This is an optimization exercise on Yosys and OpenROAD, whose aim is small area, a short achievable clock period and few clock cycles, not a production implementation. RTL that was checked went through simulation tests only; none was proved equivalent to the original. Function not checked in run 7: the RTL went through the layout flow alone. No activity file was given, so power comes from the tool's default toggle rates.

[design/flow/design.v]
module cpu(
           input        clk,
           input        reset,
           input        prog_we,     
           input  [3:0] prog_addr,   
           input  [7:0] prog_data,   
           output [7:0] out,
           output       out_valid,   
           output       halt_o);     
   reg [127:0] mem;
   reg [7:0]  ir;       
   reg [3:0]  pc;       
   reg [7:0]  opr;      
   reg        e_ld;     
   reg        e_ar;     
   reg        e_sub;
   reg        e_sta;    
   reg        e_out;
   reg [7:0]  a;
   reg        c, z;
   reg [7:0]  oreg;
   reg        ovalid;
   reg        halted;
   wire [7:0] ax = a ^ {8{e_sub}};
   wire [7:0] g = ax & opr;
   wire [7:0] p = ax | opr;
   wire [8:0] cy;
   genvar ci, cj;
   generate
      for (ci = 0; ci <= 8; ci = ci + 1) begin : cla
         if (ci == 0) begin : c0
            assign cy[0] = 1'b0;
         end else begin : cn
            wire [ci-1:0] t;
            for (cj = 0; cj < ci; cj = cj + 1) begin : term
               if (cj == ci - 1) begin : last
                  assign t[cj] = g[cj];
               end else begin : mid
                  assign t[cj] = g[cj] & (&p[ci-1:cj+1]);
               end
            end
            assign cy[ci] = |t;
         end
      end
   endgenerate
   wire [8:0] sx = {cy[8], ax ^ opr ^ cy[7:0]};
   wire [7:0] res = sx[7:0] ^ {8{e_sub}};
   wire       c_new = sx[8];
   wire [7:0] kin = {a[6:0] | opr[6:0], 1'b0};
   wire       z_new = e_sub ? (a == opr) : &(~(a ^ opr ^ kin));
   wire       c_f = e_ar ? c_new : c;
   wire       z_f = e_ar ? z_new : z;
   function [7:0] ram_rd(input [127:0] m, input [3:0] ad);
      integer k;
      begin
         ram_rd = 8'd0;
         for (k = 0; k < 16; k = k + 1)
           ram_rd = ram_rd | (m[k*8 +: 8] & {8{ad == k}});
      end
   endfunction
   wire [3:0] op = ir[7:4];
   wire [3:0] n  = ir[3:0];
   wire d_lda = (op == 4'h1);
   wire d_add = (op == 4'h2);
   wire d_sub = (op == 4'h3);
   wire d_sta = (op == 4'h4);
   wire d_ldi = (op == 4'h5);
   wire d_jmp = (op == 4'h6);
   wire d_jc  = (op == 4'h7);
   wire d_jz  = (op == 4'h8);
   wire d_out = (op == 4'he);
   wire d_hlt = (op == 4'hf);
   wire hold  = d_hlt | (op >= 4'h9 && op <= 4'hd);
   wire uses_n = d_lda | d_add | d_sub | d_jmp | d_jc | d_jz;
   wire hz_n   = e_sta & (opr[3:0] == n) & uses_n;
   wire hz_p   = e_sta & (opr[3:0] == pc);
   wire st_p   = d_sta & (n == pc);
   wire [7:0] rd_n = ram_rd(mem, n);
   wire [7:0] rd_p = ram_rd(mem, pc);
   wire taken = d_jmp | (d_jc & c_f) | (d_jz & z_f);
   wire [3:0] n_inc  = {n[3] ^ (&n[2:0]), n[2] ^ (&n[1:0]), n[1] ^ n[0], ~n[0]};
   wire [3:0] pc_inc = {pc[3] ^ (&pc[2:0]), pc[2] ^ (&pc[1:0]), pc[1] ^ pc[0], ~pc[0]};
   wire       jump   = taken & ~reset & ~hz_n;
   wire [7:0] ir_seq = reset ? 8'h00 : (hold | hz_n) ? ir : (st_p | hz_p) ? 8'h00 : rd_p;
   wire [3:0] pc_seq = reset ? 4'd0 : (hold | hz_n | st_p | hz_p) ? pc : pc_inc;
   always @(posedge clk) begin
      ir <= jump ? rd_n : ir_seq;
      pc <= jump ? n_inc : pc_seq;
   end
   always @(posedge clk) begin
      if (reset || hz_n) begin
         e_ld  <= 1'b0;
         e_ar  <= 1'b0;
         e_sub <= 1'b0;
         e_sta <= 1'b0;
         e_out <= 1'b0;
      end else begin
         e_ld  <= d_lda | d_ldi;
         e_ar  <= d_add | d_sub;
         e_sub <= d_sub;
         e_sta <= d_sta;
         e_out <= d_out;
      end
      opr <= (d_ldi | d_sta) ? {4'b0, n} : rd_n;
   end
   always @(posedge clk) begin
      if (reset) begin
         a <= 8'd0;
         c <= 1'b0;
         z <= 1'b0;
         oreg <= 8'd0;
         ovalid <= 1'b0;
         halted <= 1'b0;
      end else begin
         if (e_ld)
           a <= opr;
         else if (e_ar)
           a <= res;
         if (e_ar) begin
            c <= c_new;
            z <= z_new;
         end
         if (e_out)
           oreg <= a;
         ovalid <= e_out;
         if (d_hlt)
           halted <= 1'b1;
      end
   end
   wire       we    = reset ? prog_we : e_sta;
   wire [3:0] waddr = reset ? prog_addr : opr[3:0];
   wire [7:0] wdata = reset ? prog_data : a;
   genvar i;
   generate
      for (i = 0; i < 16; i = i + 1) begin : ram
         always @(posedge clk)
           if (we && waddr == i)
             mem[i*8 +: 8] <= wdata;
      end
   endgenerate
   assign out = oreg;
   assign out_valid = ovalid;
   assign halt_o = halted;
endmodule
[design/flow/constraint.sdc]
create_clock -name core_clock -period 4.5 [get_ports {clk}]
set_input_delay 0.9000 -clock core_clock [delete_from_list [all_inputs] [get_ports {clk}]]
set_output_delay 0.9000 -clock core_clock [all_outputs]
set_load 0.01 [all_outputs]
[design/flow/run.sh]
#!/bin/bash
# synth_recipe.tcl (not shown) runs the flow's synth.tcl, then flattens the netlist and writes it again
# the make line also repeats each setting of config.mk as NAME=value (left out here)
make -C /OpenROAD-flow-scripts/flow DESIGN_CONFIG=/design/flow/config.mk WORK_HOME=/design/flow/orfs CLKGATE_MAP_FILE= SYNTH_SCRIPT=/design/flow/synth_recipe.tcl finish
[design/flow/config.mk]
export PLATFORM = sky130hd
export DESIGN_NAME = cpu
export DESIGN_NICKNAME = cpu
export VERILOG_FILES = /design/flow/design.v
export SDC_FILE = /design/flow/constraint.sdc
export NUM_CORES = 4
export LEC_CHECK = 0
export CAP_MARGIN = 20
export CORE_MARGIN = 2
export CORE_UTILIZATION = 40
export CTS_BUF_LIST = sky130_fd_sc_hd__clkbuf_4 sky130_fd_sc_hd__clkbuf_8
export SETUP_SLACK_MARGIN = 2.5
export SLEW_MARGIN = 20
export TNS_END_PERCENT = 5
==> results of run 1 <==
## layer usage
layer | vias up | track usage | wire (um)
li1 | 3327 | - | -
met1 | 3709 | 0.346 | 12600
met2 | 505 | 0.392 | 14600
met3 | 110 | 0.0532 | 2850
met4 | 0 | 0.112 | 1480
met5 | - | 0 | 0
## power groups by stage
stage               Sequential (mW)  Combinational, mW  Clock, mW
floorplan                      2.09               2.03          0
global placement               2.26               2.62          0
detailed placement             2.26               2.62          0
CTS                            2.18               3.23       1.12
global route                   2.20               4.44       1.18
finish                         2.19               4.22       1.09
## how the worst min path moves through the flow
stage               depth (start not counted)                 start                   end
global placement                            2   halted$_SDFFE_PP0P_   halted$_SDFFE_PP0P_
floorplan                                   2     opr[4]$_SDFF_PP0_     a[4]$_SDFFE_PP0P_
detailed placement                          2   halted$_SDFFE_PP0P_   halted$_SDFFE_PP0P_
CTS                                         2   halted$_SDFFE_PP0P_   halted$_SDFFE_PP0P_
finish                                      2  oreg[7]$_SDFFE_PP0P_  oreg[7]$_SDFFE_PP0P_
global route                                2  oreg[6]$_SDFFE_PP0P_  oreg[6]$_SDFFE_PP0P_
## cells by family (layout without fill, tap and decap cells)
kind of cell / count (synthesis) / after routing / synth area share
xor+xnor: 42 / 42 / 0.0403
simple gates: 210 / 210 / 0.110
flops: 173 / 173 / 0.532
buf+inv: 95 / 218 / 0.0409
fa+ha+maj: 32 / 32 / 0.0446
compound gates: 225 / 225 / 0.187
mux: 35 / 35 / 0.0446
## layout by cell type (no fill, tap or decap), drive strengths merged, types with 21 or more instances in the layout
cell / instances
a21oi: 41
a22oi: 37
buf: 127
dfxtp: 33
edfxtp: 140
ha: 31
inv: 43
nand2: 77
nand3: 26
nor2: 55
o21ai: 31
xnor2: 21
xor2: 21
## final cells by class
class                      count  share of cell area
clock buffer                  17              0.0193
clock inverter                15              0.0139
inverter                      35              0.0115
multi-input combinational    544               0.405
sequential                   173               0.406
tap                          285              0.0295
timing repair buffer         151               0.115
## cells in the mapped netlist (3+ instances only)
library cell,count
a221oi_1,17
edfxtp_1,140
o22ai_1,4
nor4_1,7
a32oi_1,5
xnor2_1,21
o21ai_0,30
a31oi_1,12
inv_1,35
a2111oi_0,4
nor2b_1,13
dfxtp_1,33
clkbuf_1,35
mux4_2,3
a22oi_1,37
nand2_1,75
a222oi_1,18
o311ai_1,3
nor3b_1,3
nor2_1,55
and3_1,3
xor2_1,21
mux2_2,16
nand3b_1,3
buf_1,11
ha_1,31
a22o_1,9
nand4_1,3
a211oi_1,14
nand3_1,24
o2bb2ai_1,6
buf_2,14
a21oi_1,41
mux2i_1,16
nor3_1,11
## through the flow
step | utilization | cell area [sq um] | total power, mW
global placement | 0.436 | 9820 | 4.88
detailed placement | 0.436 | 9820 | 4.88
floorplan | - | 9360 | 4.12
global route | 0.538 | 12100 | 7.82
finish | 0.538 | 12100 | 7.50
CTS | 0.490 | 11000 | 6.53
## repair_timing
item	in CTS	in global routing
gates cloned	1	1
pin swaps	22	63
endpoints found under the setup margin	224	306
gates resized for setup	94	133
buffers inserted	57	49
## worst max-delay path, delay by kind of cell, from the launching register on
family	cells	cell delay (ps)
flops	1	470
mux	1	360
fa+ha+maj	1	240
compound gates	2	690
simple gates	1	200
buf+inv	2	250
## flip-flops by register name, summed over array words and instances, names as in the netlist
| register | flops |
|---|---|
| halted | 1 |
| ir | 8 |
| z | 1 |
| a | 8 |
| oreg | 8 |
| pc | 4 |
| ovalid | 1 |
| e_ar | 1 |
| mem | 128 |
| opr | 8 |
| e_sub | 1 |
| e_sta | 1 |
| e_out | 1 |
| c | 1 |
| e_ld | 1 |
==> results_dict.tcl, run 1 <==
set metrics [dict create \
    max_freq_mhz 406 \
    synth_edf_count 140 \
    p_switching_mw 3.19 \
    irDropWorstVdd_uv 275 \
    clkSinkCount 173 \
    dp_hpwl_um 20300 \
    avgSynthCellArea_sq_um 11.3 \
    ys_top_cells_by_area "edfxtp_1 (46%), dfxtp_1 (7.2%), ha_1 (4.2%), nand2_1 (3.1%), a22oi_1 (3.0%)" \
    setup_viol 0 \
    p_leak_nw 4.15 \
    synth-seq-cells 173 \
    setup_slack_ps 2040 \
    nets 969 \
    grt_pass1_wl_um 45200 \
    clock_path_buffers 2 \
    finalCriticalPeriod_ps 2460 \
    rr_endpoint "ir[0]$_DFFE_PP_" \
    ys_dominant_reg_cell "edfxtp_1" \
    grt_start_max_net_pins 51 \
    grt_pass1_vias 7003 \
    drt_iter0_markers 1383 \
    vias 7651 \
    crit_required_ps 4720 \
    rows 55 \
    wl_um 31600 \
    areaGrowthSynthToFinish_pct 32.4 \
    antenna_found_initial 0 \
    grt_setup_unrepaired "yes" \
    chipHeight_um 155 \
    synth_cells 812 \
    num-fill-cells 1847 \
    hold_viol_final 0 \
    cp-end-kind "register" \
    worstSetupPathType "register to register" \
    yosysWarningCount 1 \
    insertion_delay_ps 470 \
    cts_made_buffers 17 \
    crit_path_start "pc[0]$_DFFE_PP_" \
    die_area_sq_um 24100 \
    cts_hold_buffers 0 \
    fin_tns_setup_ps 0 \
    powerDensity_nw_per_um2 620 \
    worstPathCellList "inv_2, ha_4, buf_6, a222oi_1, mux4_2, and3_4, o2bb2ai_2" \
    r2r-start "pc[0]$_DFFE_PP_" \
    viasPerCell 6.27 \
    comb_power_share 0.563 \
    wl_per_cell_um 25.9 \
    cts_htree_levels 4 \
    dp_slack_ps 1500 \
    status "no timing/DRC/antenna violations" \
    ff2ff_setup_slack_ps 2040 \
    finClkSkew_ps 24.5 \
    p_int_mw 4.31 \
    multiInputGateArea_sq_um 4900 \
    fin_cells 1220 \
    diodes 0 \
    slowest_delay_ps 640 \
    cap_violations 0 \
    cp-start-kind "register" \
    drive_gt1_frac 0.376 \
    synth_top_area_share 0.460 \
    die_w_um 155 \
    synth_cell_types 67 \
    io_buffers 24 \
    gp_congestion 1.01 \
    grt_usage 0.254 \
    synth-async-reset-ratio 0 \
    syn-num-nets 859 \
    relSlewSlack 0.341 \
    r2r.worst_path.cells 7 \
    seq_area_sq_um 4910 \
    critPathSlowestCell "a222oi_1" \
    maxSlewViolCount 0 \
    io_pins 25 \
    start_util 0.406 \
    drt_first_pass_iters 6 \
    drc 0 \
    syn_area_sq_um 9140 \
    hold_slack_ps 508 \
    cp_data_arrival_time_ps 2680 \
    pwr-share-seq 0.292 \
    p_sw_frac 0.425 \
    worst_pin_slew_ps 988 \
    cts-root-buf "clkbuf_8" \
    dp_cells 1080 \
    yosys.area.top_type "edfxtp_1" \
    clk_transition_reported_paths_ps 100 \
    ys_seq_area_frac 0.532 \
    gr-total-overflow 0 \
    hold_path_class "register to register" \
    postRouteAntennaNets 0 \
    clockPowerShare 0.146 \
    crit_path_end "ir[0]$_DFFE_PP_" \
    path_max_fanout 8 \
    core_area_sq_um 22500 \
    cts_tree "yes" \
    fin_crit_sh 0.547 \
]
Testbench counts, summed over its fixed seeds: cycles 34,429.
==> run 2, diff against run 1 <==
--- a/design/flow/config.mk
+++ b/design/flow/config.mk
@@ -9,6 +9,6 @@
 export CORE_MARGIN = 2
 export CORE_UTILIZATION = 40
 export CTS_BUF_LIST = sky130_fd_sc_hd__clkbuf_4 sky130_fd_sc_hd__clkbuf_8
-export SETUP_SLACK_MARGIN = 2.5
+export SETUP_SLACK_MARGIN = 2.0
 export SLEW_MARGIN = 20
 export TNS_END_PERCENT = 5
==> run 2 against run 1 <==
  * Still clean
  * Combinational power decreased by 31%
  * Final cell count decreased by 6.2%
  * Non-clock buffer count decreased by 76
  * First-iteration DRC count decreased by 3.3%
  * Area after synthesis unchanged
  * Clock skew increased by 0.57 ps
  * Via count decreased by 4.9%
  * Die area unchanged
  * Synthesized cell count unchanged
  * Count of clock-buffer cells in the layout unchanged
==> results_dict.tcl, run 2 <==
set metrics [dict create \
    status "no timing/DRC/antenna violations" \
    crit_required_ps 4620 \
    comb_power_share 0.466 \
    cts_htree_levels 4 \
    insertion_delay_ps 490 \
    start_util 0.406 \
    top_register "mem" \
    core_area_sq_um 22500 \
    finClkSkew_ps 25.1 \
    diodes 0 \
    die_w_um 155 \
    cts_made_buffers 17 \
    dp_cells 1086 \
    synth-seq-cells 173 \
    irDropWorstVdd_uv 273 \
    io_pins 25 \
    hold_viol_final 0 \
    cap_violations 0 \
    hold_path_class "register to register" \
    cp_data_arrival_time_ps 2720 \
    layout_common_cells "edfxtp_1 (140), nand2_1 (75), nor2_1 (49)" \
    netlist_top_cells_count "edfxtp_1 (140), nand2_1 (75), nor2_1 (55)" \
    antenna_found_initial 0 \
    grt_start_max_net_pins 49 \
    grt_pass1_vias 6767 \
    clk_transition_reported_paths_ps 100 \
    ys_dominant_reg_cell "edfxtp_1" \
    areaGrowthSynthToFinish_pct 14.0 \
    fin_cells 1144 \
    setup_slack_ps 1890 \
    drc 0 \
    drt_iter0_markers 1338 \
    syn-num-nets 859 \
    cp-start-kind "input port" \
    ys_top_cells_by_area "edfxtp_1 (46%), dfxtp_1 (7.2%), ha_1 (4.2%), nand2_1 (3.1%), a22oi_1 (3.0%)" \
    p_int_mw 3.57 \
    synth_cells 812 \
    grt_usage 0.251 \
    largest_reg_flops 128 \
    hold_slack_ps 489 \
    synth_cell_types 67 \
    p_sw_frac 0.428 \
    postRouteAntennaNets 0 \
    gr-total-overflow 0 \
    die_area_sq_um 24100 \
    ys_seq_area_frac 0.532 \
    grt_pass1_wl_um 44400 \
    clock_path_buffers 2 \
    final_util 0.463 \
    finalCriticalPeriod_ps 2610 \
    worst_pin_slew_ps 1090 \
    cp-end-kind "register" \
    nets 893 \
    gp_congestion 0.993 \
    io_buffers 24 \
    syn_area_sq_um 9140 \
    rows 55 \
    synth-async-reset-ratio 0 \
    cts_tree "yes" \
    max_freq_mhz 384 \
    wl_per_cell_um 26.3 \
    relSlewSlack 0.271 \
    powerDensity_nw_per_um2 600 \
    dp_hpwl_um 20600 \
    yosysWarningCount 1 \
    cts-root-buf "clkbuf_8" \
    yosys.area.top_type "edfxtp_1" \
    vias 7274 \
    clkSinkCount 173 \
    grt_setup_unrepaired "yes" \
    wl_um 30100 \
    pwr-share-seq 0.355 \
    avgSynthCellArea_sq_um 11.3 \
    worstSetupPathType "input port to register" \
    chipHeight_um 155 \
    maxSlewViolCount 0 \
    clockPowerShare 0.178 \
    layout_commonest_cell "edfxtp_1" \
    synth_edf_count 140 \
    fin_crit_sh 0.579 \
    drive_gt1_frac 0.178 \
    dp_slack_ps 1400 \
    drt_first_pass_iters 11 \
    setup_viol 0 \
    synth_top_area_share 0.460 \
    cts_hold_buffers 0 \
    fin_tns_setup_ps 0 \
    path_max_fanout 48 \
    yosys.cell_count.top_type "edfxtp_1" \
    viasPerCell 6.36 \
    p_switching_mw 2.68 \
    p_leak_nw 3.54 \
]
## run 2: layout make-up
cell class                      count  area [sq um]
Timing Repair Buffer               75           629
Clock buffer                       17           234
Inverter                           35           131
Clock inverter                     15           149
Tap cell                          285           357
Multi-Input combinational cell    544          4040
Fill cell                        2041         12100
Sequential cell                   173          4880
## run 2: per-layer routing
layer  GRT usage  routed length, um  vias up
met5           0                  0        -
met3      0.0635               3300       98
met2       0.383              13300      509
li1            -                  -     3167
met1       0.348              12200     3500
met4      0.0935               1200        0
## run 2: power by group through the flow
stage / clock (mW) / sequential [mW] / combinational (mW)
after floorplan: 0 / 2.09 / 1.93
after global placement: 0 / 2.27 / 2.56
after detailed placement: 0 / 2.28 / 2.56
after CTS: 1.12 / 2.23 / 2.62
after global routing: 1.19 / 2.24 / 3.13
final: 1.11 / 2.22 / 2.91
## run 2: kinds of logic after synthesis
logic type,synth area share
DFF,0.532
muxes,0.0446
AOI/OAI and AO/OA,0.187
buffers and inverters,0.0409
and+or+nand+nor,0.110
xor gates and xnor gates,0.0403
adders and majority gates,0.0446
## run 2: repair_timing
item	4_1_cts	5_1_grt
pin swaps	3	5
buffers inserted	5	21
resized for setup	15	26
endpoints found under the setup margin	78	162
## run 2: critical path, stage by stage
cell and delay [ps]:
buf_2 90, buf_4 440, nand2b_1 140, o32ai_1 180
nand2_1 270, nor2_1 680
## run 2: stage by stage
| stage | cell area (sq um) | total power, mW |
|---|---|---|
| after floorplan | 9140 | 4.02 |
| after global placement | 9690 | 4.84 |
| after detailed placement | 9690 | 4.84 |
| after CTS | 10100 | 5.98 |
| after global routing | 10400 | 6.55 |
| final | 10400 | 6.25 |
## run 2: worst paths after layout
path,startpoint,to,depth (start not counted),slack [ps]
worst max-delay path,reset,mem[48]$_DFFE_PP_,6,1890
worst min-delay path,halted$_SDFFE_PP0P_,halted$_SDFFE_PP0P_,2,490
worst max register to register,opr[2]$_DFF_P_,ir[3]$_DFFE_PP_,8,1920
worst min register to register,halted$_SDFFE_PP0P_,halted$_SDFFE_PP0P_,2,490
==> run 3, diff against run 2 <==
==> design/flow/flow/run.sh (new file) <==
#!/bin/bash
# Standard layout (standard synthesis unchanged), with two ORFS settings changed:
# - port buffers are sky130_fd_sc_hd__buf_2 instead of the default choice
#   (a slow delay cell), every port still gets its buffer;
# - the resizer may change a gate's size to one with another footprint.
set -euo pipefail
bash standard.sh MATCH_CELL_FOOTPRINT=0 "BUFFER_PORTS_ARGS=-buffer_cell sky130_fd_sc_hd__buf_2" finish > make_finish.log 2>&1
==> design/flow/standard.sh (new file) <==
#!/bin/bash
# synth_recipe.tcl (not shown) runs the flow's synth.tcl, then flattens the netlist and writes it again
# the make line also repeats each setting of config.mk as NAME=value (left out here)
make -C /OpenROAD-flow-scripts/flow DESIGN_CONFIG=/design/flow/config.mk WORK_HOME=/design/flow/orfs CLKGATE_MAP_FILE= SYNTH_SCRIPT=/design/flow/synth_recipe.tcl "${@:-finish}"
--- a/design/flow/config.mk
+++ b/design/flow/config.mk
@@ -9,6 +9,8 @@
 export CORE_MARGIN = 2
 export CORE_UTILIZATION = 40
 export CTS_BUF_LIST = sky130_fd_sc_hd__clkbuf_4 sky130_fd_sc_hd__clkbuf_8
-export SETUP_SLACK_MARGIN = 2.0
+export CTS_CLUSTER_DIAMETER = 60
+export CTS_CLUSTER_SIZE = 30
+export SETUP_SLACK_MARGIN = 2.2
 export SLEW_MARGIN = 20
 export TNS_END_PERCENT = 5
removed: design/flow/run.sh
==> run 3 against run 2 <==
  * Critical path type is now register to register
  * Area after synthesis unchanged
  * Non-clock buffer count grew 36
  * Sequential share of layout area is 1.8 points lower
  * Final cell count is 3.1% higher
  * Hold slack got worse by 5.5 ps
  * Count of clock-buffer cells in the layout is 1 higher
==> results_dict.tcl, run 3 <==
set metrics [dict create \
    status "no timing/DRC/antenna violations" \
    dp_hpwl_um 17900 \
    grt_pass1_wl_um 41700 \
    setup_viol 0 \
    nets 929 \
    cap_violations 0 \
    drt_first_pass_iters 9 \
    rows 55 \
    gp_congestion 0.866 \
    postRouteAntennaNets 0 \
    maxSlewViolCount 0 \
    wl_um 28200 \
    synth-async-reset-ratio 0 \
    top_register "mem" \
    synth_cell_types 67 \
    finClkSkew_ps 19.2 \
    areaGrowthSynthToFinish_pct 19.1 \
    p_leak_nw 3.78 \
    finalCriticalPeriod_ps 2390 \
    hold_path_class "register to register" \
    hold_viol_final 0 \
    grt_setup_unrepaired "yes" \
    layout_commonest_cell "edfxtp_1" \
    worst_pin_slew_ps 1130 \
    clock_path_buffers 2 \
    fin_crit_sh 0.532 \
    grt_usage 0.232 \
    cts_tree "yes" \
    layout_common_cells "edfxtp_1 (140), buf_4 (79), nand2_1 (74)" \
    relSlewSlack 0.238 \
    syn-num-nets 859 \
    gr-total-overflow 0 \
    num-fill-cells 1990 \
    synth_edf_count 140 \
    fin_tns_setup_ps 0 \
    start_util 0.406 \
    ys_seq_area_frac 0.532 \
    crit_required_ps 4710 \
    ys_top_cells_by_area "edfxtp_1 (46%), dfxtp_1 (7.2%), ha_1 (4.2%), nand2_1 (3.1%), a22oi_1 (3.0%)" \
    grt_start_max_net_pins 52 \
    synth_top_area_share 0.460 \
    io_pins 25 \
    syn_area_sq_um 9140 \
    chipHeight_um 155 \
    cts_htree_levels 4 \
    drive_gt1_frac 0.278 \
    die_area_sq_um 24100 \
    clk_transition_reported_paths_ps 110 \
    hold_slack_ps 484 \
    viasPerCell 6.21 \
    yosys.cell_count.top_type "edfxtp_1" \
    grt_pass1_vias 6854 \
    insertion_delay_ps 480 \
    cts-root-buf "clkbuf_8" \
    cts_made_buffers 17 \
    diodes 0 \
    largest_reg_flops 128 \
    irDropWorstVdd_uv 247 \
    drt_iter0_markers 885 \
    drc 0 \
    clkSinkCount 173 \
    vias 7328 \
    cp-end-kind "register" \
    antenna_found_initial 0 \
    netlist_top_cells_count "edfxtp_1 (140), nand2_1 (75), nor2_1 (55)" \
    cp-start-kind "register" \
    powerDensity_nw_per_um2 610 \
    cp_data_arrival_time_ps 2600 \
    avgSynthCellArea_sq_um 11.3 \
    path_max_fanout 15 \
    wl_per_cell_um 23.9 \
    core_area_sq_um 22500 \
    synth-seq-cells 173 \
    synth_cells 812 \
    worstSetupPathType "register to register" \
    ys_dominant_reg_cell "edfxtp_1" \
    yosysWarningCount 1 \
    max_freq_mhz 418 \
    die_w_um 155 \
    yosys.area.top_type "edfxtp_1" \
    io_buffers 24 \
]
[run 3: cell counts after synthesis]
No cell type changed its count.
[run 3: final cells by class]
class,instances,area [sq um],area share
multi-input combinational,544,4240,0.390
sequential,173,4900,0.450
timing repair buffer,111,821,0.0754
clock inverter,14,183,0.0168
inverter,35,139,0.0128
tap,285,357,0.0328
clock buffer,18,241,0.0222
[run 3: worst paths after layout]
| check | from | endpoint | slack, ps | depth (start not counted) |
|---|---|---|---|---|
| min reg2reg | halted$_SDFFE_PP0P_ | halted$_SDFFE_PP0P_ | 480 | 2 |
| max | pc[0]$_DFFE_PP_ | ir[7]$_DFFE_PP_ | 2110 | 8 |
| max reg2reg | pc[0]$_DFFE_PP_ | ir[7]$_DFFE_PP_ | 2110 | 8 |
| min | halted$_SDFFE_PP0P_ | halted$_SDFFE_PP0P_ | 480 | 2 |
[run 3: logic make-up after synthesis]
logic type / count (synthesis) / share of synthesized area
muxes: 35 / 0.0446
xor gates and xnor gates: 42 / 0.0403
AOI/OAI and AO/OA: 225 / 0.187
and+or+nand+nor: 210 / 0.110
DFF: 173 / 0.532
buffers and inverters: 95 / 0.0409
adders and majority gates: 32 / 0.0446
[run 3: metal layers]
metal	part of all wire	GRT usage
met5	0	0
met4	0.024	0.0789
met3	0.082	0.0393
met2	0.47	0.371
met1	0.42	0.321
[run 3: repair_timing]
item                                    4_1_cts  5_1_grt
endpoints found under the hold margin         0        0
pin swaps                                     5       24
buffers inserted                             28       29
endpoints found under the setup margin       96      140
hold buffers                                  0        0
gates resized for setup                      40       49
[run 3: power by group]
| part | internal (mW) | total, mW | switching [mW] |
|---|---|---|---|
| Sequential | 1.97 | 2.18 | 0.213 |
| Combinational | 1.39 | 3.27 | 1.88 |
| Clock | 0.567 | 1.19 | 0.619 |
[run 3: metrics by stage]
stage	setup WS, ps	cells	utilization	cell area [sq um]	power, mW
final	2110	1180	0.483	10900	6.63
after global routing	2050	1180	0.483	10900	6.95
after CTS	2010	1151	0.463	10400	6.19
after floorplan	2070	812	-	9180	4.04
after global placement	1430	1091	0.428	9630	4.77
after detailed placement	1500	1091	0.428	9640	4.79
[run 3: critical path: stages, from the launching register on]
cell	delay, ps
edfxtp_1	490
buf_4	190
ha_4	240
buf_4	220
a22o_1	200
a211oi_1	220
a211oi_1	80
nor3_1	320
o2bb2ai_1	140
==> run 4, diff against run 3 <==
==> design/flow/config.mk (replaced) <==
export PLATFORM = sky130hd
export DESIGN_NAME = cpu
export DESIGN_NICKNAME = cpu
export VERILOG_FILES = /design/flow/design.v
export SDC_FILE = /design/flow/constraint.sdc
export NUM_CORES = 4
export LEC_CHECK = 0
export ABC_AREA = 1
export CAP_MARGIN = 20
export CORE_MARGIN = 2
export CORE_UTILIZATION = 40
export CTS_BUF_LIST = sky130_fd_sc_hd__clkbuf_4 sky130_fd_sc_hd__clkbuf_8
export SETUP_SLACK_MARGIN = 2.2
export SLEW_MARGIN = 20
export TNS_END_PERCENT = 5
==> run 4 against run 3 <==
  * Still clean
  * Via count up 11%
  * Total power down 13%
  * Clock power down 9%
  * Count of clock-buffer cells in the layout down 1
  * Critical path depth up 1
  * Core utilization down 0.31 points
  * Largest cell class unchanged
  * Highest routed layer unchanged
==> results_dict.tcl, run 4 <==
set metrics [dict create \
    status "no timing/DRC/antenna violations" \
    grt_pass1_wl_um 47900 \
    maxSlewViolCount 0 \
    yosys.area.top_type "edfxtp_1" \
    drt_first_pass_iters 6 \
    cp-start-kind "register" \
    start_util 0.409 \
    ys_top_cells_by_area "edfxtp_1 (45%), nand2_1 (13%), dfxtp_1 (7.1%), inv_1 (5.9%), nor2_1 (4.6%)" \
    worst_pin_slew_ps 1040 \
    p_sw_frac 0.450 \
    cts_hold_buffers 0 \
    p_leak_nw 4.46 \
    p_int_mw 3.16 \
    cts-root-buf "clkbuf_8" \
    cts_tree "yes" \
    yosysWarningCount 1 \
    io_pins 25 \
    irDropWorstVdd_uv 220 \
    io_buffers 24 \
    clock_path_buffers 2 \
    synth_cells 1081 \
    finalCriticalPeriod_ps 2630 \
    postRouteAntennaNets 0 \
    die_area_sq_um 24400 \
    gr-total-overflow 0 \
    wl_per_cell_um 22.9 \
    synth_compound_area_frac 0.0762 \
    relSlewSlack 0.305 \
    fin_crit_sh 0.585 \
    drive_gt1_frac 0.188 \
    setup_slack_ps 1870 \
    power_mw 5.75 \
    max_freq_mhz 380 \
    cts_htree_levels 4 \
    multiInputGateArea_sq_um 4200 \
    num-fill-cells 2202 \
    grt_setup_unrepaired "yes" \
    synth_top_area_share 0.453 \
    pwr-share-seq 0.373 \
    synth-simple-area-share 0.264 \
    ys_dominant_reg_cell "edfxtp_1" \
    clk_transition_reported_paths_ps 100 \
    top_register "mem" \
    setup_viol 0 \
    diodes 0 \
    cts_made_buffers 17 \
    grt_usage 0.275 \
    hold_viol_final 0 \
    cp-end-kind "register" \
    seq_area_sq_um 4880 \
    synth_top_family_by_area "simple AND/OR/NAND/NOR gates" \
    synth_edf_count 140 \
    syn-num-nets 1128 \
    hold_path_class "register to register" \
    powerDensity_nw_per_um2 527 \
    dp_hpwl_um 24700 \
    p_switching_mw 2.59 \
    antenna_found_initial 0 \
    synth-async-reset-ratio 0 \
    ys_seq_area_frac 0.524 \
    comb_power_share 0.440 \
    syn_area_sq_um 9280 \
    finClkSkew_ps 24.6 \
    chipHeight_um 156 \
    dp_slack_ps 1410 \
    netlist_top_cells_count "nand2_1 (312), inv_1 (145), edfxtp_1 (140)" \
    clkSinkCount 173 \
    synthMuxAreaShare 0 \
    yosys.cell_count.top_type "nand2_1" \
    drt_iter0_markers 1130 \
    synthAdderAreaFrac 0.0439 \
    gp_congestion 1.09 \
    grt_pass1_vias 7615 \
    drc 0 \
    fin_tns_setup_ps 0 \
    cap_violations 0 \
    path_max_fanout 7 \
    worstSetupPathType "register to register" \
    wl_um 33200 \
    synth-seq-cells 173 \
    viasPerCell 5.60 \
    grt_start_max_net_pins 48 \
    die_w_um 156 \
    layout_common_cells "nand2_1 (308), inv_1 (140), edfxtp_1 (140)" \
    core_area_sq_um 22700 \
    vias 8119 \
    areaGrowthSynthToFinish_pct 17.5 \
    largest_reg_flops 128 \
    rows 55 \
    nets 1200 \
    synthXorXnorAreaFrac 0.0198 \
    synth_cell_types 44 \
    crit_required_ps 4740 \
    layout_commonest_cell "nand2_1" \
    avgSynthCellArea_sq_um 8.59 \
    clockPowerShare 0.188 \
    cp_data_arrival_time_ps 2870 \
    insertion_delay_ps 490 \
]
[run 4: cell count changes after synthesis, sizes merged, moves of 18 or more]
cell / change
a222oi: -18
inv: +115
clkbuf: -28
nand3: +28
nand4: +31
a22oi: -31
nor2: +71
nand2: +240
[run 4: cells by family after synthesis]
logic type | count (synthesis)
simple gates | 567
flops | 173
xor+xnor | 21
buf+inv | 167
fa+ha+maj | 32
compound gates | 121
[run 4: power by group through the flow]
stage | clock [mW] | sequential, mW | combinational (mW)
2_1_floorplan | 0 | 2.06 | 1.51
3_3_place_gp | 0 | 2.18 | 2.12
3_5_place_dp | 0 | 2.18 | 2.13
4_1_cts | 1.09 | 2.13 | 2.29
5_1_grt | 1.15 | 2.16 | 2.73
6_report | 1.08 | 2.14 | 2.53
[run 4: path summary, 6_finish.rpt]
kind / start / endpoint / slack [ps] / depth (start not counted)
setup / recovery: ir[0]$_DFFE_PP_ / ir[4]$_DFFE_PP_ / 1870 / 9
hold reg to reg: halted$_SDFFE_PP0P_ / halted$_SDFFE_PP0P_ / 470 / 2
hold / removal: halted$_SDFFE_PP0P_ / halted$_SDFFE_PP0P_ / 470 / 2
setup reg to reg: ir[0]$_DFFE_PP_ / ir[4]$_DFFE_PP_ / 1870 / 9
[run 4: per-layer routing]
metal	track usage	up-vias	part of all wire
li1	-	3741	-
met1	0.383	3842	0.42
met2	0.420	461	0.45
met3	0.0493	75	0.095
met4	0.119	0	0.042
met5	0	-	0
[run 4: stage by stage]
step	utilization	instances	area, sq um	hold WS [ps]
floorplan	-	1081	9390	483
global placement	0.431	1374	9790	448
detailed placement	0.431	1374	9790	455
CTS	0.463	1427	10500	479
global route	0.480	1451	10900	497
finish	0.480	1451	10900	474
[run 4: worst max-delay path, stage by stage (launching register included)]
cell and delay, ps:
edfxtp_1 480, ha_1 350, nand3_1 180, inv_1 170
nand2_1 180, o21ai_0 180, a211oi_1 360, nand4_1 270
nand3_1 170, nand2_1 70
[run 4: cell type report]
class                   instances  area share
flip-flops and latches        173       0.447
multi-input cells             743       0.385
inverters                     150      0.0520
repair buffers                 68      0.0489
well taps                     285      0.0327
clock buffers                  17      0.0214
clock inverters                15      0.0130
[run 4: what timing repair did]
item                                    4_1_cts  5_1_grt
setup buffers                                21       22
gates cloned                                  0        2
endpoints found under the setup margin      166      136
pin swaps                                     6       17
resized for setup                            35       51
==> run 5, diff against run 4 <==
==> design/flow/config.mk (replaced) <==
export PLATFORM = sky130hd
export DESIGN_NAME = cpu
export DESIGN_NICKNAME = cpu
export VERILOG_FILES = /design/flow/design.v
export SDC_FILE = /design/flow/constraint.sdc
export NUM_CORES = 4
export LEC_CHECK = 0
export CAP_MARGIN = 20
export CORE_MARGIN = 2
export CORE_UTILIZATION = 40
export CTS_BUF_LIST = sky130_fd_sc_hd__clkbuf_4 sky130_fd_sc_hd__clkbuf_8
export SETUP_SLACK_MARGIN = 2.0
export SLEW_MARGIN = 20
export TNS_END_PERCENT = 5
==> run 5 against run 4 <==
  * Global-route usage shrank 4.5 points
  * Critical path depth shrank 4
  * Critical path type is now input port to register
  * Synthesized cell count fell by 25%
  * Core utilization decreased by 1.7 points
  * Cell area fell by 4.5%
  * First-iteration DRC count grew 4.8%
  * Critical endpoint is now mem[50]$_DFFE_PP_
  * Clock power down 7%
  * Register-to-register slack improved by 60 ps
  * Total power is 6.8% higher
  * Count of clock-buffer cells in the layout stayed put
  * Sequential share of layout area grew 2.1 points
  * Still clean on timing, DRC and antenna
==> results_dict.tcl, run 5 <==
set metrics [dict create \
    ys_dominant_reg_cell "edfxtp_1" \
    drive_gt1_frac 0.218 \
    die_area_sq_um 24100 \
    cts_htree_levels 4 \
    hold_slack_ps 491 \
    ys_seq_area_frac 0.532 \
    layout_common_cells "edfxtp_1 (140), nand2_1 (75), buf_4 (66)" \
    yosys.area.top_type "edfxtp_1" \
    cap_violations 0 \
    worst_pin_slew_ps 1050 \
    start_util 0.406 \
    grt_pass1_wl_um 40800 \
    areaGrowthSynthToFinish_pct 14.0 \
    fin_crit_sh 0.574 \
    num-fill-cells 2010 \
    top_register "mem" \
    ff2ff_setup_slack_ps 1930 \
    grt_pass1_vias 6577 \
    synth_cell_types 67 \
    cts_hold_buffers 0 \
    power_mw 6.14 \
    worstHoldStart "halted$_SDFFE_PP0P_" \
    rr_endpoint "pc[2]$_DFFE_PP_" \
    synth-seq-cells 173 \
    netlist_top_cells_count "edfxtp_1 (140), nand2_1 (75), nor2_1 (55)" \
    relSlewSlack 0.296 \
    grt_setup_unrepaired "yes" \
    clkSinkCount 173 \
    postRouteAntennaNets 0 \
    viasPerCell 6.23 \
    worstPathCellList "clkbuf_4, o32ai_1, nand2_1, nor2_1, buf_4" \
    drt_first_pass_iters 6 \
    synth_cells 812 \
    synth_edf_count 140 \
    clk_transition_reported_paths_ps 90 \
    gp_congestion 0.880 \
    dp_hpwl_um 18300 \
    r2r.worst_path.cells 5 \
    grt_usage 0.229 \
    vias 7237 \
    io_pins 25 \
    r2r-start "e_ar$_SDFF_PP0_" \
    hold_viol_final 0 \
    diodes 0 \
    rows 55 \
    cts_tree "yes" \
    yosys.cell_count.top_type "edfxtp_1" \
    status "no timing/DRC/antenna violations" \
    largest_reg_flops 128 \
    path_max_fanout 25 \
    p_leak_nw 3.64 \
    setup_slack_ps 1920 \
    cts_made_buffers 17 \
    io_buffers 24 \
    finalCriticalPeriod_ps 2580 \
    wl_per_cell_um 24.0 \
    synth_top_area_share 0.460 \
    core_area_sq_um 22500 \
    setup_viol 0 \
    synth_top_family_by_area "compound AO/OA/AOI/OAI gates" \
    syn_area_sq_um 9140 \
    ys_top_cells_by_area "edfxtp_1 (46%), dfxtp_1 (7.2%), ha_1 (4.2%), nand2_1 (3.1%), a22oi_1 (3.0%)" \
    cp-end-kind "register" \
    powerDensity_nw_per_um2 589 \
    hold_path_class "register to register" \
    crit_required_ps 4690 \
    synthXorXnorAreaFrac 0.0403 \
    antenna_found_initial 0 \
    yosysWarningCount 1 \
    grt_start_max_net_pins 32 \
    synth-async-reset-ratio 0 \
    cp_data_arrival_time_ps 2770 \
    drc 0 \
    wl_um 27900 \
    cp-start-kind "input port" \
    dp_slack_ps 1240 \
    layout_commonest_cell "edfxtp_1" \
    die_w_um 155 \
    syn-num-nets 859 \
    whs_endpoint "halted$_SDFFE_PP0P_" \
    insertion_delay_ps 480 \
    synthMuxAreaShare 0.0446 \
    synthAdderAreaFrac 0.0446 \
    worstSetupPathType "input port to register" \
    cts-root-buf "clkbuf_8" \
    clock_path_buffers 2 \
    max_freq_mhz 387 \
    drt_iter0_markers 1184 \
    synth-simple-area-share 0.110 \
    synth_compound_area_frac 0.187 \
    fin_tns_setup_ps 0 \
    nets 912 \
    chipHeight_um 155 \
    critPathSlowestCell "nor2_1" \
    finClkSkew_ps 23.7 \
    avgSynthCellArea_sq_um 11.3 \
    gr-total-overflow 0 \
    irDropWorstVdd_uv 212 \
    worstHoldPathCells 2 \
    maxSlewViolCount 0 \
    slowest_delay_ps 660 \
]
==> run 5: cell count changes in the layout (fill, tap and decap cells not counted), moves of 16 or more <==
cell	before	now
a222oi_1	0	18
a22oi_1	6	37
buf_4	32	66
inv_1	140	32
mux2_2	0	16
mux2i_1	0	16
nand2_1	308	75
nand4_1	35	3
nor2_1	90	51
nor2_4	20	1
xnor2_1	5	21
==> run 5: per-stage QoR <==
| stage | std cells | utilization | instance area (sq um) |
|---|---|---|---|
| after floorplan | 812 | - | 9140 |
| after global placement | 1099 | 0.429 | 9660 |
| after detailed placement | 1099 | 0.429 | 9660 |
| after CTS | 1142 | 0.451 | 10100 |
| after global routing | 1162 | 0.463 | 10400 |
| final | 1162 | 0.463 | 10400 |
==> run 5: metal layers <==
metal / GRT usage / wire length (um) / part of all wire
met1: 0.328 / 11800 / 0.42
met2: 0.351 / 12700 / 0.45
met3: 0.0479 / 2780 / 0.10
met4: 0.0670 / 566 / 0.020
met5: 0.0207 / 67 / 0.0024
==> run 5: worst max-delay path: cells and delay by family <==
kind | cells | cell delay (ps)
and+or+nand+nor | 2 | 840
buffers and inverters | 2 | 530
AOI/OAI and AO/OA | 1 | 490
==> run 5: cell type report <==
type                            count  area (sq um)  share of cell area
Timing Repair Buffer               94           676              0.0649
Clock buffer                       17           234              0.0225
Inverter                           35           135              0.0130
Sequential cell                   173          4880               0.468
Clock inverter                     14           111              0.0107
Tap cell                          285           357              0.0342
Multi-Input combinational cell    544          4030               0.387
==> run 5: worst max-delay path by stage <==
| stage | startpoint | end | cells past startpoint |
|---|---|---|---|
| after global routing | e_ar$_SDFF_PP0_ | pc[2]$_DFFE_PP_ | 5 |
| final | reset | mem[50]$_DFFE_PP_ | 5 |
| after detailed placement | reset | mem[58]$_DFFE_PP_ | 6 |
| after global placement | reset | mem[63]$_DFFE_PP_ | 6 |
| after CTS | reset | mem[95]$_DFFE_PP_ | 6 |
| after floorplan | e_sub$_SDFF_PP0_ | pc[0]$_DFFE_PP_ | 10 |
==> run 5: repair_timing <==
item | 4_1_cts | 5_1_grt
pin swaps | 2 | 2
cloned | 0 | 0
setup buffers | 12 | 20
resized for setup | 13 | 31
endpoints found under the setup margin | 130 | 130
==> run 5: power by group <==
part           switching, mW  internal (mW)  total [mW]
clock network          0.612          0.389        1.00
logic                   1.77           1.18        2.95
registers              0.231           1.95        2.19
total                   2.61           3.53        6.14
==> run 5: cell families (layout without fill, tap and decap cells) <==
group / Yosys count / after routing
flops: 173 / 173
mux: 35 / 35
buf+inv: 95 / 160
xor+xnor: 42 / 42
fa+ha+maj: 32 / 32
simple gates: 210 / 210
compound gates: 225 / 225
==> run 6, diff against run 5 <==
--- a/design/flow/config.mk
+++ b/design/flow/config.mk
@@ -9,6 +9,6 @@
 export CORE_MARGIN = 2
 export CORE_UTILIZATION = 40
 export CTS_BUF_LIST = sky130_fd_sc_hd__clkbuf_4 sky130_fd_sc_hd__clkbuf_8
-export SETUP_SLACK_MARGIN = 2.0
+export SETUP_SLACK_MARGIN = 2.2
 export SLEW_MARGIN = 20
 export TNS_END_PERCENT = 5
==> run 6 against run 5 <==
  * Count of clock-buffer cells in the layout up 1
  * Global-route usage up 0.25 points
  * Core utilization up 2.1 points
  * Sequential share of layout area down 1.8 points
  * Critical endpoint is now ir[7]$_DFFE_PP_
  * Highest routed layer is now met4
==> results_dict.tcl, run 6 <==
set metrics [dict create \
    status "no timing/DRC/antenna violations" \
    syn_area_sq_um 9140 \
    drc 0 \
    pwr-share-seq 0.328 \
    postRouteAntennaNets 0 \
    drt_first_pass_iters 9 \
    yosys.area.top_type "edfxtp_1" \
    worstHoldPathCells 2 \
    largest_reg_flops 128 \
    layout_commonest_cell "edfxtp_1" \
    cap_violations 0 \
    synth-async-reset-ratio 0 \
    gp_congestion 0.866 \
    relSlewSlack 0.238 \
    p_switching_mw 2.71 \
    worstPathCellList "buf_4, ha_4, buf_4, a22o_1, a211oi_1, a211oi_1, nor3_1, o2bb2ai_1" \
    cp-start-kind "register" \
    cts-root-buf "clkbuf_8" \
    clock_path_buffers 2 \
    drive_gt1_frac 0.278 \
    gr-total-overflow 0 \
    num-fill-cells 1990 \
    viasPerCell 6.21 \
    slowest_delay_ps 490 \
    yosys.cell_count.top_type "edfxtp_1" \
    cts_htree_levels 4 \
    p_sw_frac 0.408 \
    powerDensity_nw_per_um2 610 \
    netlist_top_cells_count "edfxtp_1 (140), nand2_1 (75), nor2_1 (55)" \
    clk_transition_reported_paths_ps 110 \
    dp_hpwl_um 17900 \
    grt_start_max_net_pins 52 \
    finalCriticalPeriod_ps 2390 \
    cp_data_arrival_time_ps 2600 \
    antenna_found_initial 0 \
    die_w_um 155 \
    synth-seq-cells 173 \
    nets 929 \
    synth_edf_count 140 \
    grt_pass1_wl_um 41700 \
    areaGrowthSynthToFinish_pct 19.1 \
    wl_per_cell_um 23.9 \
    clkSinkCount 173 \
    worstSetupPathType "register to register" \
    grt_pass1_vias 6854 \
    p_leak_nw 3.78 \
    worst_pin_slew_ps 1130 \
    avgSynthCellArea_sq_um 11.3 \
    ys_seq_area_frac 0.532 \
    setup_viol 0 \
    crit_required_ps 4710 \
    maxSlewViolCount 0 \
    syn-num-nets 859 \
    cts_tree "yes" \
    synth_top_area_share 0.460 \
    ys_dominant_reg_cell "edfxtp_1" \
    fin_crit_sh 0.532 \
    chipHeight_um 155 \
    core_area_sq_um 22500 \
    diodes 0 \
    clockPowerShare 0.179 \
    r2r-start "pc[0]$_DFFE_PP_" \
    top_register "mem" \
    worstHoldStart "halted$_SDFFE_PP0P_" \
    comb_power_share 0.493 \
    crit_path_start "pc[0]$_DFFE_PP_" \
    p_int_mw 3.92 \
    irDropWorstVdd_uv 247 \
    insertion_delay_ps 480 \
    synth_cells 812 \
    drt_iter0_markers 885 \
    hold_path_class "register to register" \
    grt_setup_unrepaired "yes" \
    rows 55 \
    max_freq_mhz 418 \
    synth_cell_types 67 \
    yosysWarningCount 1 \
    hold_viol_final 0 \
    start_util 0.406 \
    path_max_fanout 15 \
    hold_slack_ps 484 \
    wl_um 28200 \
    fin_tns_setup_ps 0 \
    finClkSkew_ps 19.2 \
    grt_usage 0.232 \
    cts_hold_buffers 0 \
    r2r.worst_path.cells 8 \
    vias 7328 \
    io_buffers 24 \
    cts_made_buffers 17 \
    die_area_sq_um 24100 \
    critPathSlowestCell "edfxtp_1" \
    layout_common_cells "edfxtp_1 (140), buf_4 (79), nand2_1 (74)" \
    ys_top_cells_by_area "edfxtp_1 (46%), dfxtp_1 (7.2%), ha_1 (4.2%), nand2_1 (3.1%), a22oi_1 (3.0%)" \
    cp-end-kind "register" \
    io_pins 25 \
]
## run 6: metal layers
layer / GRT usage / part of all wire
met5: 0 / 0
met4: 0.0789 / 0.024
met3: 0.0393 / 0.082
met2: 0.371 / 0.47
met1: 0.321 / 0.42
## run 6: power by group through the flow
stage / logic (mW) / clock network (mW) / registers, mW
detailed placement: 2.52 / 0 / 2.27
global route: 3.51 / 1.25 / 2.19
global placement: 2.50 / 0 / 2.27
finish: 3.27 / 1.19 / 2.18
floorplan: 1.95 / 0 / 2.09
CTS: 2.79 / 1.20 / 2.20
## run 6: logic make-up after synthesis
family | count (synthesis) | synth area share
and+or+nand+nor | 210 | 0.110
xor gates and xnor gates | 42 | 0.0403
buffers and inverters | 95 | 0.0409
adders and majority gates | 32 | 0.0446
AOI/OAI and AO/OA | 225 | 0.187
muxes | 35 | 0.0446
DFF | 173 | 0.532
## run 6: cell type report
type | instances | area (sq um) | area share
flip-flops and latches | 173 | 4900 | 0.450
multi-input cells | 544 | 4240 | 0.390
repair buffers | 111 | 821 | 0.0754
well taps | 285 | 357 | 0.0328
clock buffers | 18 | 241 | 0.0222
clock inverters | 14 | 183 | 0.0168
inverters | 35 | 139 | 0.0128
## run 6: path summary, 6_finish.rpt
check	slack [ps]	end
setup / recovery	2110	ir[7]$_DFFE_PP_
hold / removal	480	halted$_SDFFE_PP0P_
setup reg to reg	2110	ir[7]$_DFFE_PP_
hold reg to reg	480	halted$_SDFFE_PP0P_
## run 6: what timing repair did
action | in CTS | in global routing
gates resized for setup | 40 | 49
pin swaps | 5 | 24
gates cloned | 0 | 0
setup endpoints to repair | 96 | 140
buffers inserted | 28 | 29
## run 6: critical path: cells and delay by family (launching register included)
kind            cells  cell delay [ps]
compound gates      4              640
flops               1              490
buf+inv             2              410
fa+ha+maj           1              240
simple gates        1              320
## run 6: through the flow
step	area, sq um	std cells	setup WS (ps)	total power [mW]	utilization
6_report	10900	1180	2110	6.63	0.483
5_1_grt	10900	1180	2050	6.95	0.483
4_1_cts	10400	1151	2010	6.19	0.463
3_5_place_dp	9640	1091	1500	4.79	0.428
3_3_place_gp	9630	1091	1430	4.77	0.428
2_1_floorplan	9180	812	2070	4.04	-
==> run 7, diff against run 6 <==
--- a/design/flow/design.v
+++ b/design/flow/design.v
@@ -50,14 +50,6 @@
    wire       z_new = e_sub ? (a == opr) : &(~(a ^ opr ^ kin));
    wire       c_f = e_ar ? c_new : c;
    wire       z_f = e_ar ? z_new : z;
-   function [7:0] ram_rd(input [127:0] m, input [3:0] ad);
-      integer k;
-      begin
-         ram_rd = 8'd0;
-         for (k = 0; k < 16; k = k + 1)
-           ram_rd = ram_rd | (m[k*8 +: 8] & {8{ad == k}});
-      end
-   endfunction
    wire [3:0] op = ir[7:4];
    wire [3:0] n  = ir[3:0];
    wire d_lda = (op == 4'h1);
@@ -75,8 +67,8 @@
    wire hz_n   = e_sta & (opr[3:0] == n) & uses_n;
    wire hz_p   = e_sta & (opr[3:0] == pc);
    wire st_p   = d_sta & (n == pc);
-   wire [7:0] rd_n = ram_rd(mem, n);
-   wire [7:0] rd_p = ram_rd(mem, pc);
+   wire [7:0] rd_n = mem[n*8 +: 8];
+   wire [7:0] rd_p = mem[pc*8 +: 8];
    wire taken = d_jmp | (d_jc & c_f) | (d_jz & z_f);
    wire [3:0] n_inc  = {n[3] ^ (&n[2:0]), n[2] ^ (&n[1:0]), n[1] ^ n[0], ~n[0]};
    wire [3:0] pc_inc = {pc[3] ^ (&pc[2:0]), pc[2] ^ (&pc[1:0]), pc[1] ^ pc[0], ~pc[0]};
==> run 7 against run 6 <==
  * Count of clock-buffer cells in the layout fell by 1
  * Via count fell by 25%
  * Setup slack got worse by 140 ps
  * Die area fell by 1.8%
  * Hold slack improved by 19 ps
  * Total power fell by 9.0%
  * Register-to-register slack got worse by 140 ps
  * Non-clock buffer count fell by 33
  * Critical path type unchanged
  * Highest routed layer unchanged
==> results_dict.tcl, run 7 <==
set metrics [dict create \
    relSlewSlack 0.399 \
    viasPerCell 5.73 \
    clkSinkCount 173 \
    cts_tree "yes" \
    fin_cells 957 \
    diodes 0 \
    core_area_sq_um 21900 \
    cap_violations 0 \
    finClkSkew_ps 15.0 \
    fin_crit_sh 0.563 \
    hold_slack_ps 503 \
    io_pins 25 \
    crit_required_ps 4880 \
    gr-total-overflow 0 \
    clock_path_buffers 2 \
    ys_seq_area_frac 0.543 \
    drt_first_pass_iters 5 \
    synth_edf_count 140 \
    grt_pass1_wl_um 34400 \
    finalCriticalPeriod_ps 2530 \
    path_max_fanout 7 \
    cts_made_buffers 17 \
    cts_htree_levels 4 \
    chipHeight_um 154 \
    synth-async-reset-ratio 0 \
    antenna_found_initial 0 \
    drive_gt1_frac 0.390 \
    status "no timing/DRC/antenna violations" \
    ys_dominant_reg_cell "edfxtp_1" \
    irDropWorstVdd_uv 304 \
    ys_top_cells_by_area "edfxtp_1 (47%), mux4_2 (18%), dfxtp_1 (7.4%), ha_1 (3.5%), xnor2_1 (2.5%)" \
    layout_commonest_cell "edfxtp_1" \
    num-fill-cells 1923 \
    syn_area_sq_um 8970 \
    grt_setup_unrepaired "yes" \
    drc 0 \
    synth_cells 608 \
    clk_transition_reported_paths_ps 90 \
    hold_viol_final 0 \
    die_w_um 154 \
    cp_data_arrival_time_ps 2910 \
    synth-seq-cells 173 \
    dp_cells 886 \
    start_util 0.410 \
    avgSynthCellArea_sq_um 14.7 \
    fin_tns_setup_ps 0 \
    cts-root-buf "clkbuf_8" \
    yosysWarningCount 1 \
    synth_top_area_share 0.469 \
    wl_um 22400 \
    areaGrowthSynthToFinish_pct 16.7 \
    grt_pass1_vias 5735 \
    maxSlewViolCount 0 \
    cp-start-kind "register" \
    rows 54 \
    nets 705 \
    largest_reg_flops 128 \
    setup_slack_ps 1970 \
    syn-num-nets 649 \
    grt_start_max_net_pins 37 \
    drt_iter0_markers 471 \
    die_area_sq_um 23600 \
    postRouteAntennaNets 0 \
    synth_cell_types 54 \
    gp_congestion 0.807 \
    powerDensity_nw_per_um2 577 \
    netlist_top_cells_count "edfxtp_1 (140), mux4_2 (72), nor2_1 (43)" \
    worstSetupPathType "register to register" \
    wl_per_cell_um 23.4 \
    insertion_delay_ps 470 \
    hold_path_class "register to register" \
    worst_pin_slew_ps 898 \
    yosys.cell_count.top_type "edfxtp_1" \
    setup_viol 0 \
    grt_usage 0.194 \
    yosys.area.top_type "edfxtp_1" \
    cp-end-kind "register" \
    io_buffers 24 \
    p_leak_nw 3.53 \
    max_freq_mhz 395 \
    vias 5487 \
    cts_hold_buffers 0 \
    dp_hpwl_um 14700 \
    dp_slack_ps 1150 \
    top_register "mem" \
    layout_common_cells "edfxtp_1 (140), mux4_2 (72), buf_4 (46)" \
]
[run 7: metrics by stage]
stage / total power [mW] / utilization / cell area, sq um
2_1_floorplan: 4.02 / - / 9050
3_3_place_gp: 4.53 / 0.430 / 9420
3_5_place_dp: 4.57 / 0.430 / 9420
4_1_cts: 5.92 / 0.469 / 10300
5_1_grt: 6.36 / 0.478 / 10500
6_report: 6.04 / 0.478 / 10500
[run 7: what timing repair did]
action / CTS / global route
gates resized for setup: 62 / 25
endpoints found under the setup margin: 161 / 139
setup buffers: 30 / 9
pin swaps: 11 / 5
[run 7: area by class of cell]
type	instances	area [sq um]	share of cell area
Timing Repair Buffer	78	592	0.0566
Sequential cell	173	4900	0.469
Multi-Input combinational cell	364	4090	0.391
Inverter	30	116	0.0111
Clock inverter	15	179	0.0171
Clock buffer	17	234	0.0224
Tap cell	280	350	0.0335
[run 7: cells by family (layout without fill, tap and decap cells)]
kind of cell / count (synthesis) / in the layout / synth area share
flops: 173 / 173 / 0.543
compound gates: 67 / 67 / 0.0525
mux: 109 / 109 / 0.227
fa+ha+maj: 26 / 26 / 0.0371
buf+inv: 71 / 140 / 0.0354
xor+xnor: 39 / 39 / 0.0389
simple gates: 123 / 123 / 0.0666
[run 7: report_power, final]
group,internal [mW],switching (mW),leakage (nW),total [mW]
Clock,0.468,0.647,0.196,1.11
Combinational,1.37,1.36,1.75,2.73
Sequential,1.97,0.220,1.58,2.19
[run 7: critical path: stages (launching register included)]
cell and delay, ps:
dfxtp_4 420, xnor2_2 230, ha_4 190, inv_2 40
a221oi_4 310, a21oi_4 100, buf_4 170, or4b_2 610
a41o_1 220, a21oi_1 160
[run 7: path summary, 6_finish.rpt]
kind	depth (start not counted)	end	startpoint	slack, ps
setup / recovery	9	a[6]$_SDFFE_PP0P_	e_sub$_SDFF_PP0_	1970
hold / removal	2	a[5]$_SDFFE_PP0P_	opr[5]$_SDFF_PP0_	500
setup reg to reg	9	a[6]$_SDFFE_PP0P_	e_sub$_SDFF_PP0_	1970
hold reg to reg	2	a[5]$_SDFFE_PP0P_	opr[5]$_SDFF_PP0_	500
[run 7: metal layers]
layer,global-route usage,up-vias,share of wire
li1,-,2464,-
met1,0.254,2827,0.42
met2,0.318,167,0.50
met3,0.0476,29,0.066
met4,0.0660,0,0.020
met5,0,-,0
==> run 8, diff against run 7 <==
--- a/design/flow/design.v
+++ b/design/flow/design.v
@@ -50,6 +50,14 @@
    wire       z_new = e_sub ? (a == opr) : &(~(a ^ opr ^ kin));
    wire       c_f = e_ar ? c_new : c;
    wire       z_f = e_ar ? z_new : z;
+   function [7:0] ram_rd(input [127:0] m, input [3:0] ad);
+      integer k;
+      begin
+         ram_rd = 8'd0;
+         for (k = 0; k < 16; k = k + 1)
+           ram_rd = ram_rd | (m[k*8 +: 8] & {8{ad == k}});
+      end
+   endfunction
    wire [3:0] op = ir[7:4];
    wire [3:0] n  = ir[3:0];
    wire d_lda = (op == 4'h1);
@@ -67,8 +75,8 @@
    wire hz_n   = e_sta & (opr[3:0] == n) & uses_n;
    wire hz_p   = e_sta & (opr[3:0] == pc);
    wire st_p   = d_sta & (n == pc);
-   wire [7:0] rd_n = mem[n*8 +: 8];
-   wire [7:0] rd_p = mem[pc*8 +: 8];
+   wire [7:0] rd_n = ram_rd(mem, n);
+   wire [7:0] rd_p = ram_rd(mem, pc);
    wire taken = d_jmp | (d_jc & c_f) | (d_jz & z_f);
    wire [3:0] n_inc  = {n[3] ^ (&n[2:0]), n[2] ^ (&n[1:0]), n[1] ^ n[0], ~n[0]};
    wire [3:0] pc_inc = {pc[3] ^ (&pc[2:0]), pc[2] ^ (&pc[1:0]), pc[1] ^ pc[0], ~pc[0]};
==> design/flow/flow/run.sh (replaced) <==
#!/bin/bash
# Standard layout (standard synthesis unchanged), with two ORFS settings changed:
# - port buffers are sky130_fd_sc_hd__buf_1 instead of the default choice
#   (a slow delay cell), every port still gets its buffer;
# - the resizer may change a gate's size to one with another footprint.
set -euo pipefail
bash standard.sh MATCH_CELL_FOOTPRINT=0 "BUFFER_PORTS_ARGS=-buffer_cell sky130_fd_sc_hd__buf_1" finish > make_finish.log 2>&1
==> design/flow/config.mk (replaced) <==
export PLATFORM = sky130hd
export DESIGN_NAME = cpu
export DESIGN_NICKNAME = cpu
export VERILOG_FILES = /design/flow/design.v
export SDC_FILE = /design/flow/constraint.sdc
export NUM_CORES = 4
export LEC_CHECK = 0
export CAP_MARGIN = 5
export CORE_MARGIN = 2
export CORE_UTILIZATION = 40
export CTS_BUF_LIST = sky130_fd_sc_hd__clkbuf_4 sky130_fd_sc_hd__clkbuf_8
export SETUP_SLACK_MARGIN = 2.2
export SLEW_MARGIN = 5
export TNS_END_PERCENT = 5
==> run 8 against run 7 <==
  * Core utilization rose by 1.2 points
  * Die area rose by 1.8%
  * Total power rose by 9.7%
  * Critical path type unchanged
  * Sequential share of layout area fell by 2.4 points
  * Sequential power fell by 2%
==> results_dict.tcl, run 8 <==
set metrics [dict create \
    cap_violations 0 \
    grt_pass1_vias 6902 \
    insertion_delay_ps 480 \
    r2r-start "pc[0]$_DFFE_PP_" \
    ys_top_cells_by_area "edfxtp_1 (46%), dfxtp_1 (7.2%), ha_1 (4.2%), nand2_1 (3.1%), a22oi_1 (3.0%)" \
    die_area_sq_um 24100 \
    maxSlewViolCount 0 \
    critPathSlowestCell "edfxtp_1" \
    synth-async-reset-ratio 0 \
    cts_htree_levels 4 \
    viasPerCell 6.16 \
    wl_um 29300 \
    ff2ff_setup_slack_ps 2100 \
    cp-start-kind "register" \
    worstHoldStart "halted$_SDFFE_PP0P_" \
    avgSynthCellArea_sq_um 11.3 \
    areaGrowthSynthToFinish_pct 20.6 \
    top_register "mem" \
    dp_cells 1096 \
    synth-seq-cells 173 \
    rr_endpoint "ir[4]$_DFFE_PP_" \
    cts_tree "yes" \
    clkSinkCount 173 \
    syn_area_sq_um 9140 \
    antenna_found_initial 0 \
    path_max_fanout 15 \
    cp_data_arrival_time_ps 2620 \
    gp_congestion 0.846 \
    cts-root-buf "clkbuf_8" \
    clock_path_buffers 2 \
    synth_cells 812 \
    grt_pass1_wl_um 42700 \
    netlist_top_cells_count "edfxtp_1 (140), nand2_1 (75), nor2_1 (55)" \
    worstSetupPathType "register to register" \
    relSlewSlack 0.128 \
    worstHoldPathCells 2 \
    layout_commonest_cell "edfxtp_1" \
    chipHeight_um 155 \
    dp_hpwl_um 18500 \
    yosys.cell_count.top_type "edfxtp_1" \
    cp-end-kind "register" \
    finClkSkew_ps 16.0 \
    max_freq_mhz 416 \
    largest_reg_flops 128 \
    io_pins 25 \
    layout_common_cells "edfxtp_1 (140), buf_4 (87), nand2_1 (72)" \
    cts_made_buffers 17 \
    slowest_delay_ps 490 \
    core_area_sq_um 22500 \
    whs_endpoint "halted$_SDFFE_PP0P_" \
    syn-num-nets 859 \
    fin_tns_setup_ps 0 \
    fin_cells 1190 \
    finalCriticalPeriod_ps 2400 \
    ys_dominant_reg_cell "edfxtp_1" \
    powerDensity_nw_per_um2 601 \
    p_leak_nw 3.73 \
    synth_edf_count 140 \
    crit_required_ps 4720 \
    worstPathCellList "buf_4, ha_4, buf_4, and3_2, a32oi_1, nand2_1, a2111oi_4, o2bb2ai_1" \
    status "no timing/DRC/antenna violations" \
    drc 0 \
    power_mw 6.62 \
    multiInputGateArea_sq_um 4380 \
    nets 939 \
    hold_path_class "register to register" \
    postRouteAntennaNets 0 \
    drt_first_pass_iters 7 \
    fin_crit_sh 0.534 \
    grt_usage 0.239 \
    hold_viol_final 0 \
    cp_common_cell "buf_4" \
    worst_pin_slew_ps 1300 \
    rows 55 \
    die_w_um 155 \
    io_buffers 24 \
    drt_iter0_markers 920 \
    yosysWarningCount 1 \
    wl_per_cell_um 24.6 \
    setup_viol 0 \
    gr-total-overflow 0 \
    vias 7336 \
    ys_seq_area_frac 0.532 \
    irDropWorstVdd_uv 264 \
    seq_area_sq_um 4900 \
    grt_start_max_net_pins 55 \
    diodes 0 \
    synth_top_area_share 0.460 \
    r2r.worst_path.cells 8 \
    clk_transition_reported_paths_ps 100 \
    drive_gt1_frac 0.277 \
    grt_setup_unrepaired "yes" \
    start_util 0.406 \
    synth_cell_types 67 \
    yosys.area.top_type "edfxtp_1" \
    num-fill-cells 1990 \
]
-- run 8: changes by cell type after synthesis, moves of 14 or more --
cell / previous run / this run
a21oi_1: 7 / 41
nand3_1: 5 / 24
clkbuf_1: 18 / 35
nand2_1: 24 / 75
o21ai_0: 16 / 30
a222oi_1: 0 / 18
a22oi_1: 0 / 37
a221oi_1: 2 / 17
mux4_2: 72 / 3
-- run 8: how the worst max path moves through the flow --
| stage | start | to | slack (ps) | cells past startpoint |
|---|---|---|---|---|
| floorplan | reset | mem[0]$_DFFE_PP_ | 2070 | 5 |
| global placement | reset | mem[85]$_DFFE_PP_ | 1420 | 6 |
| detailed placement | reset | mem[85]$_DFFE_PP_ | 1360 | 6 |
| CTS | reset | mem[69]$_DFFE_PP_ | 1970 | 6 |
| global route | e_sub$_SDFF_PP0_ | a[7]$_SDFFE_PP0P_ | 2050 | 10 |
| finish | pc[0]$_DFFE_PP_ | ir[4]$_DFFE_PP_ | 2100 | 8 |
-- run 8: layout make-up --
cell class	count	share of cell area
Clock buffer	17	0.0212
Clock inverter	15	0.0117
Inverter	35	0.0129
Multi-Input combinational cell	544	0.397
Sequential cell	173	0.445
Tap cell	285	0.0324
Timing Repair Buffer	121	0.0798
-- run 8: layer usage --
| metal | up-vias | track usage | part of all wire | routed length, um |
|---|---|---|---|---|
| li1 | 3263 | - | - | - |
| met1 | 3593 | 0.324 | 0.40 | 11900 |
| met2 | 412 | 0.382 | 0.47 | 13800 |
| met3 | 68 | 0.0465 | 0.092 | 2710 |
| met4 | 0 | 0.0908 | 0.031 | 918 |
| met5 | - | 0 | 0 | 0 |
-- run 8: stage by stage --
step / hold WS, ps / util / cell area, sq um / worst slack (ps)
after floorplan: 469 / - / 9180 / 2070
after global placement: 468 / 0.428 / 9640 / 1420
after detailed placement: 476 / 0.428 / 9640 / 1360
after CTS: 503 / 0.463 / 10400 / 1970
after global routing: 528 / 0.490 / 11000 / 2050
final: 499 / 0.490 / 11000 / 2100
-- run 8: power breakdown --
group / internal [mW] / total, mW / switching, mW
combinational: 1.45 / 3.44 / 1.99
clock: 0.401 / 1.04 / 0.642
sequential: 1.97 / 2.14 / 0.175
total: 3.81 / 6.62 / 2.81
-- run 8: logic make-up after synthesis --
group	count (synthesis)	share of synthesized area
AOI/OAI and AO/OA	225	0.187
and+or+nand+nor	210	0.110
DFF	173	0.532
buffers and inverters	95	0.0409
xor gates and xnor gates	42	0.0403
muxes	35	0.0446
adders and majority gates	32	0.0446
-- run 8: what timing repair did --
action	CTS	global route
buffers inserted	29	32
pin swaps	11	20
endpoints found under the hold margin	0	0
resized for setup	45	69
hold buffers	0	0
endpoints found under the setup margin	128	179
-- run 8: worst max-delay path, delay by kind of cell (launching register included) --
kind	cells	cell delay (ps)
flops	1	490
fa+ha+maj	1	200
buf+inv	2	440
compound gates	3	600
simple gates	2	400
Testbench counts of run 8, summed over its fixed seeds: cycles 34,429.

-- separate check: timing with driven ports --
Ports are ideal in the flow. The routed layouts listed here were re-timed in OpenROAD. Step 1 (the two cells are an assumption about what drives the block):
set clk [get_ports {clk}]
set_driving_cell -lib_cell sky130_fd_sc_hd__clkbuf_16 $clk
set_driving_cell -lib_cell sky130_fd_sc_hd__buf_2 [delete_from_list [all_inputs] $clk]
Step 2, shift: input delay + t, output delay - t, t = (earliest + latest rising clock arrival at the registers) / 2. This alone moves slack from input paths to output paths. Three values: ideal, step 1, step 2; two values: the first two.
run	t (ns)	slack for setup (ns)	worst hold slack (ns)	worst setup path at the end	pins driven straight from the clock port
run 1	0.506	2.039 / 2.039 / 1.673	0.508 / 0.508 / 0.508	input to register	1
run 2	0.520	1.895 / 1.914 / 1.394	0.489 / 0.489 / 0.489	input to register	1
run 3	0.508	2.107 / 2.107 / 1.691	0.484 / 0.484 / 0.484	input to register	1
run 4	0.522	1.867 / 1.867 / 1.586	0.474 / 0.474 / 0.474	input to register	1
run 5	0.505	1.918 / 1.933 / 1.428	0.491 / 0.491 / 0.491	input to register	1
run 6	0.508	2.107 / 2.107 / 1.691	0.484 / 0.484 / 0.484	input to register	1
run 7	0.504	1.966 / 1.966 / 1.577	0.503 / 0.503 / 0.503	input to register	1
run 8	0.512	2.098 / 2.098 / 1.716	0.499 / 0.499 / 0.499	input to register	1
After both steps setup and hold are still met in every run listed. For run 2, which loses most, drivers alone change the setup slack by +0.019 ns; drivers and shift together by -0.501 ns.
